This design comes from an exercise in tuning for small area, a short achievable clock period and few clock cycles on the open sky130 flow, not from production work.
At most, simulation tests tie the RTL to the original design; equivalence was not proved.
No driver is modelled on the clock port, so clocking that relies on it looks cheaper here than on a real chip.
No activity file was given, so power comes from the tool's default toggle rates.

Setup of job 1635:
==> module LBP, before the edit <==
module LBP ( clk, reset, gray_addr, gray_req, gray_ready, gray_data, lbp_addr, lbp_valid, lbp_data, finish);
input   	clk;
input   	reset;
output  [13:0] 	gray_addr;
output reg         	gray_req;
input   	gray_ready;
input   [7:0] 	gray_data;
output reg  [13:0] 	lbp_addr;
output reg  	lbp_valid;
output  [7:0] 	lbp_data;
output reg  	finish;
parameter K = 6;               
localparam H = K + 2;          
localparam JW = 3;                
reg [6:0] r, x;                
reg [JW-1:0] j;                
reg [7:0] sr [0:H];            
reg xnz;                       
reg xe;                        
reg rz;                        
reg ncz;                       
reg [7:0] lq;                  
reg zq;                        
assign lbp_data = {lq[7:6], lq[5] & !zq, lq[4:0]};
assign gray_addr = {r, x};
wire colend = !ncz;
wire [6:0] r_down = r + 7'd1;
wire [6:0] r_top = r - (H-1);
wire [6:0] r_strip = {r[6:1], 1'b0};
wire [6:0] r_n = !colend ? r_down : xnz ? r_top : r_strip;
wire [6:0] x_dec = x - 7'd1;
wire [6:0] x_n = colend ? x_dec : x;
always @(posedge clk or posedge reset) begin
    if (reset) begin
        r <= 7'd0;
        x <= 7'd0;
        j <= 0;
        ncz <= 1'b0;
        xnz <= 1'b0;
        xe <= 1'b0;
        rz <= 1'b1;
        gray_req <= 1'b0;
        lbp_valid <= 1'b0;
        finish <= 1'b0;
    end else begin
        gray_req <= 1'b1;
        r <= r_n;
        x <= x_n;
        ncz <= colend | (j != 1);
        if (colend) begin
            j <= H-1;
            xnz <= (x != 7'd1);
            xe <= (x == 7'd127) | !xnz;
            rz <= xnz ? (r == H-1) | (r == H) : rz;
        end else begin
            j <= j - 1;
            rz <= (r == 7'd0);
        end
        lbp_valid <= (j <= H-3) | rz;
        finish <= finish | (lbp_valid & (lbp_addr == {7'd126, 7'd1}));
    end
end
wire [7:0] c  = sr[H];
function [1:0] cmp2;
    input [7:0] a, b;
    reg [7:0] g, e;
    reg [3:0] g1, e1;
    reg [1:0] g2, e2;
    integer k;
    begin
        g = a & ~b;
        e = ~(a ^ b);
        for (k = 0; k < 4; k = k + 1) begin
            g1[k] = g[2*k+1] | (e[2*k+1] & g[2*k]);
            e1[k] = e[2*k+1] & e[2*k];
        end
        for (k = 0; k < 2; k = k + 1) begin
            g2[k] = g1[2*k+1] | (e1[2*k+1] & g1[2*k]);
            e2[k] = e1[2*k+1] & e1[2*k];
        end
        cmp2[1] = g2[1] | (e2[1] & g2[0]) | (e2[1] & e2[0]);
        cmp2[0] = ~(g2[1] | (e2[1] & g2[0]));
    end
endfunction
wire [1:0] rdl = cmp2(gray_data, c);
wire [1:0] rlt = cmp2(sr[0], c);
wire [1:0] rul = cmp2(sr[1], c);
wire [1:0] rdn = cmp2(sr[H-1], c);
reg [H:0]   d2;    
reg [H-1:0] d4;    
reg [H-2:0] d7;    
reg         d1;    
wire [7:0] code = {d7[H-2], rdn[1], rdl[1], d4[H-1], rlt[1], d2[H], d1, rul[1]};
wire zero = rz | xe;
integer i;
always @(posedge clk) begin
    sr[0] <= gray_data;
    for (i = 1; i <= H; i = i + 1)
        sr[i] <= sr[i-1];
    d2 <= {d2[H-1:0], rdl[0]};
    d4 <= {d4[H-2:0], rlt[0]};
    d7 <= {d7[H-3:0], rul[0]};
    d1 <= rdn[0];
    lbp_addr <= {r - 7'd1, x + 7'd1};
    lq <= {zero ? 2'b0 : code[7:6], code[5], zero ? 5'b0 : code[4:0]};
    zq <= zero;
end
endmodule
Settings: LEC_CHECK=0, CAP_MARGIN=20, CORE_MARGIN=2, CORE_UTILIZATION=60, SETUP_SLACK_MARGIN=2.3, SLEW_MARGIN=20; clock period 4.0 ns.
standard.sh (not shown) runs the stock make flow with config.mk's settings and CLKGATE_MAP_FILE= SYNTH_SCRIPT=/design/flow/synth_recipe.tcl, a recipe that flattens the netlist after the stock synthesis.
==> flow/flow/run.sh <==
#!/bin/bash
# Standard layout, with the port buffers given as one buffer cell and the
# clock tree built by flow/clock_tree.tcl in place of TritonCTS's.
# make's output goes to make.log here; ORFS's per-step logs stay in orfs/logs.
set -euo pipefail
export BUFFER_PORTS_ARGS="-buffer_cell sky130_fd_sc_hd__buf_2"
export PRE_CTS_TCL="$PWD/flow/clock_tree.tcl"
export FLOW_TREE_NB=4
export FLOW_TREE_CELL=sky130_fd_sc_hd__clkbuf_16
bash standard.sh > make.log 2>&1
Other scripts of this flow, unchanged in this note and not shown: flow/flow/clock_tree.tcl
Testbench counts of job 1635, summed over its fixed seeds: cycles 387,126.
Input-level comparison between job 7322 and job 1635:
-- flow/design.v --
<<< job 1635, line 9
output reg  [13:0] 	lbp_addr;
output reg  	lbp_valid;
output  [7:0] 	lbp_data;
output reg  	finish;
parameter K = 6;               
>>> job 7322, line 9
output reg  [13:0] 	lbp_addr;
output reg  	lbp_valid;
output reg  [7:0] 	lbp_data;
output reg  	finish;
parameter K = 6;               
<<< job 1635, line 20
reg xe;                        
reg rz;                        
reg ncz;                       
reg [7:0] lq;                  
reg zq;                        
assign lbp_data = {lq[7:6], lq[5] & !zq, lq[4:0]};
assign gray_addr = {r, x};
wire colend = !ncz;
wire [6:0] r_down = r + 7'd1;
wire [6:0] r_top = r - (H-1);
wire [6:0] r_strip = {r[6:1], 1'b0};
wire [6:0] r_n = !colend ? r_down : xnz ? r_top : r_strip;
wire [6:0] x_dec = x - 7'd1;
wire [6:0] x_n = colend ? x_dec : x;
always @(posedge clk or posedge reset) begin
    if (reset) begin
>>> job 7322, line 20
reg xe;                        
reg rz;                        
assign gray_addr = {r, x};
wire colend = (j == 0);
wire [6:0] r_down = r + 7'd1;
wire [6:0] r_top = r - (H-1);
wire [6:0] r_strip = {r[6:1], 1'b0};
always @(posedge clk or posedge reset) begin
    if (reset) begin
<<< job 1635, line 37
        x <= 7'd0;
        j <= 0;
        ncz <= 1'b0;
        xnz <= 1'b0;
        xe <= 1'b0;
>>> job 7322, line 30
        x <= 7'd0;
        j <= 0;
        xnz <= 1'b0;
        xe <= 1'b0;
<<< job 1635, line 46
    end else begin
        gray_req <= 1'b1;
        r <= r_n;
        x <= x_n;
        ncz <= colend | (j != 1);
        if (colend) begin
            j <= H-1;
            xnz <= (x != 7'd1);
            xe <= (x == 7'd127) | !xnz;
            rz <= xnz ? (r == H-1) | (r == H) : rz;
        end else begin
            j <= j - 1;
            rz <= (r == 7'd0);
        end
>>> job 7322, line 38
    end else begin
        gray_req <= 1'b1;
        if (colend) begin
            j <= H-1;
            x <= x - 7'd1;
            xnz <= (x != 7'd1);
            xe <= (x == 7'd127) | !xnz;
            r <= xnz ? r_top : r_strip;
            rz <= xnz ? (r == H-1) | (r == H) : rz;
        end else begin
            j <= j - 1;
            r <= r_down;
            rz <= (r == 7'd0);
        end
<<< job 1635, line 104
    d1 <= rdn[0];
    lbp_addr <= {r - 7'd1, x + 7'd1};
    lq <= {zero ? 2'b0 : code[7:6], code[5], zero ? 5'b0 : code[4:0]};
    zq <= zero;
end
endmodule
>>> job 7322, line 96
    d1 <= rdn[0];
    lbp_addr <= {r - 7'd1, x + 7'd1};
    lbp_data <= zero ? 8'd0 : code;
end
endmodule
==> run notes <==
Between job 1635 and job 7322, the met3 usage in global routing does not differ in any meaningful way.
Total power consumption of the routed design (higher): job 1635
On share of the final layout cell area in sequential cells: job 7322 sits above job 1635.
| worst-case setup margin in the final layout | higher: job 1635 |
When the final numbers for job 1635 and job 7322 were put side by side, the synthesized-area fraction occupied by adder cells turned out to be smaller in job 1635.
Diff job 1635 -> job 7322: cell area after layout down 1.9%, share of post-route cells with drive strength above 1 up 1.8 points, sequential fraction of the synthesis area up 1.4 points, fraction of the cycle the final worst path needs up 0.74 points, relative area change from synthesis to final layout up 2.0 points.
Delta (job 7322 minus job 1635): utilization dropped 0.21 points; floorplan die area dropped 290 sq um; total vias in the final route dropped about 0.8%; critical path depth climbed 5.
Testbench counts of job 7322, summed over its fixed seeds: cycles 387,126.

---

The RTL this note starts from:
==> flow/design.v <==
`timescale 1ns/10ps
module LBP ( clk, reset, gray_addr, gray_req, gray_ready, gray_data, lbp_addr, lbp_valid, lbp_data, finish);
input   	clk;
input   	reset;
output  [13:0] 	gray_addr;
output reg         	gray_req;
input   	gray_ready;
input   [7:0] 	gray_data;
output reg  [13:0] 	lbp_addr;
output reg  	lbp_valid;
output  [7:0] 	lbp_data;
output reg  	finish;
parameter K = 6;               
localparam H = K + 2;          
localparam JW = 3;                
reg [6:0] r, x;                
reg [JW-1:0] j;                
reg [7:0] sr [0:H];            
reg xnz;                       
reg xe;                        
reg rz;                        
reg ncz;                       
reg [7:0] lq;                  
reg zq;                        
assign lbp_data = {lq[7:6], lq[5] & !zq, lq[4:0]};
assign gray_addr = {r, x};
wire colend = !ncz;
wire [6:0] r_down = r + 7'd1;
wire [6:0] r_top = r - (H-1);
wire [6:0] r_strip = {r[6:1], 1'b0};
wire [6:0] r_n = !colend ? r_down : xnz ? r_top : r_strip;
wire [6:0] x_dec = x - 7'd1;
wire [6:0] x_n = colend ? x_dec : x;
always @(posedge clk or posedge reset) begin
    if (reset) begin
        r <= 7'd0;
        x <= 7'd0;
        j <= 0;
        ncz <= 1'b0;
        xnz <= 1'b0;
        xe <= 1'b0;
        rz <= 1'b1;
        gray_req <= 1'b0;
        lbp_valid <= 1'b0;
        finish <= 1'b0;
    end else begin
        gray_req <= 1'b1;
        r <= r_n;
        x <= x_n;
        ncz <= colend | (j != 1);
        if (colend) begin
            j <= H-1;
            xnz <= (x != 7'd1);
            xe <= (x == 7'd127) | !xnz;
            rz <= xnz ? (r == H-1) | (r == H) : rz;
        end else begin
            j <= j - 1;
            rz <= (r == 7'd0);
        end
        lbp_valid <= (j <= H-3) | rz;
        finish <= finish | (lbp_valid & (lbp_addr == {7'd126, 7'd1}));
    end
end
wire [7:0] c  = sr[H];
function [1:0] cmp2;
    input [7:0] a, b;
    reg [7:0] g, e;
    reg [3:0] g1, e1;
    reg [1:0] g2, e2;
    integer k;
    begin
        g = a & ~b;
        e = ~(a ^ b);
        for (k = 0; k < 4; k = k + 1) begin
            g1[k] = g[2*k+1] | (e[2*k+1] & g[2*k]);
            e1[k] = e[2*k+1] & e[2*k];
        end
        for (k = 0; k < 2; k = k + 1) begin
            g2[k] = g1[2*k+1] | (e1[2*k+1] & g1[2*k]);
            e2[k] = e1[2*k+1] & e1[2*k];
        end
        cmp2[1] = g2[1] | (e2[1] & g2[0]) | (e2[1] & e2[0]);
        cmp2[0] = ~(g2[1] | (e2[1] & g2[0]));
    end
endfunction
wire [1:0] rdl = cmp2(gray_data, c);
wire [1:0] rlt = cmp2(sr[0], c);
wire [1:0] rul = cmp2(sr[1], c);
wire [1:0] rdn = cmp2(sr[H-1], c);
reg [H:0]   d2;    
reg [H-1:0] d4;    
reg [H-2:0] d7;    
reg         d1;    
wire [7:0] code = {d7[H-2], rdn[1], rdl[1], d4[H-1], rlt[1], d2[H], d1, rul[1]};
wire zero = rz | xe;
integer i;
always @(posedge clk) begin
    sr[0] <= gray_data;
    for (i = 1; i <= H; i = i + 1)
        sr[i] <= sr[i-1];
    d2 <= {d2[H-1:0], rdl[0]};
    d4 <= {d4[H-2:0], rlt[0]};
    d7 <= {d7[H-3:0], rul[0]};
    d1 <= rdn[0];
    lbp_addr <= {r - 7'd1, x + 7'd1};
    lq <= {zero ? 2'b0 : code[7:6], code[5], zero ? 5'b0 : code[4:0]};
    zq <= zero;
end
endmodule
Settings: LEC_CHECK=0, CAP_MARGIN=20, CORE_MARGIN=2, CORE_UTILIZATION=60, PLACE_DENSITY=0.8, SETUP_SLACK_MARGIN=2.4, SLEW_MARGIN=20; clock period 4.0 ns.
==> flow/flow/run.sh <==
#!/bin/bash
# Standard layout (the standard.sh), with three changes made through
# ORFS's own hooks and variables:
# - the port buffers are buf_2 cells;
# - before CTS (flow/pre_cts.tcl), flow/clock_tree.tcl builds the clock tree
#   (four clkbuf_16, driven by the clock port, each driving a quarter of the
#   flip-flops) in place of TritonCTS, and flow/split_outputs.tcl buffers the
#   address logic off the registers that drive the gray_addr ports.
# make's output goes to make.log here; ORFS's per-step logs stay in orfs/logs.
set -euo pipefail
export BUFFER_PORTS_ARGS="-buffer_cell sky130_fd_sc_hd__buf_2"
export PRE_CTS_TCL="$PWD/flow/pre_cts.tcl"
export FLOW_TREE_NB=4
export FLOW_TREE_CELL=sky130_fd_sc_hd__clkbuf_16
export FLOW_SPLIT_CELL=sky130_fd_sc_hd__buf_2
bash standard.sh > make.log 2>&1
Other scripts of this flow, unchanged in this note and not shown: flow/flow/clock_tree.tcl, flow/flow/pre_cts.tcl, flow/flow/split_outputs.tcl
Testbench counts at the start, summed over its fixed seeds: cycles 387,126.
Next try:
--- a/flow/design.v
+++ b/flow/design.v
@@ -21,8 +21,9 @@
 reg rz;                        
 reg ncz;                       
 reg [7:0] lq;                  
 reg zq;                        
+reg lastq;                     
 assign lbp_data = {lq[7:6], lq[5] & !zq, lq[4:0]};
 assign gray_addr = {r, x};
 wire colend = !ncz;
 wire [6:0] r_down = r + 7'd1;
@@ -42,8 +43,9 @@
         rz <= 1'b1;
         gray_req <= 1'b0;
         lbp_valid <= 1'b0;
         finish <= 1'b0;
+        lastq <= 1'b0;
     end else begin
         gray_req <= 1'b1;
         r <= r_n;
         x <= x_n;
@@ -57,9 +59,10 @@
             j <= j - 1;
             rz <= (r == 7'd0);
         end
         lbp_valid <= (j <= H-3) | rz;
-        finish <= finish | (lbp_valid & (lbp_addr == {7'd126, 7'd1}));
+        lastq <= colend & !xnz & (&r);
+        finish <= finish | lastq;
     end
 end
 wire [7:0] c  = sr[H];
 function [1:0] cmp2;
Clock power barely changes.
Register-to-register slack degrades by 0.06 ns.
Final area climbs by about 0.5%.
Die area drops by about 0.8%.
Worst setup slack improves by 0.0050 ns.
Core utilization climbs by 0.34 points.
Power climbs by about 0.36%.
Via count climbs by about 0.3%.
First-iteration DRC count climbs by 110%.
Synthesized cell count drops by 1.1%.
The RTL of the second run of this note was laid out without a check of its function.

## static timing again, ports no longer ideal
No port has a modelled driver above. Below, the same layouts with a new extraction and two added sets of constraints.
Step 1 assumes that a clkbuf_16 drives the clock port and a buf_2 every other input.
Step 2 adds t to the input delays and takes it off the output delays; t is the mean of the earliest and latest rising clock arrival at the registers after step 1. Input paths then give back, and output paths get back, about the clock's delay inside the block.
Three values: ideal, step 1, step 2; two values: the first two.
| run | shift t [ns] | setup slack, ns | worst hold slack (ns) |
|---|---|---|---|
| job 1635 | 0.249 | 2.346 / 2.270 / 2.285 | 0.330 / 0.330 / 0.330 |
| job 7322 | 0.248 | 2.316 / 2.259 / 2.110 | 0.325 / 0.325 / 0.325 |
| the first run of note 2 | 0.247 | 2.432 / 2.358 / 2.293 | 0.338 / 0.338 / 0.338 |
| the second run of note 2 | 0.248 | 2.437 / 2.364 / 2.281 | 0.333 / 0.333 / 0.333 |
After both steps every run listed still meets setup and hold. For job 7322, which loses most, drivers alone change the setup slack by -0.057 ns; drivers and shift together by -0.206 ns.
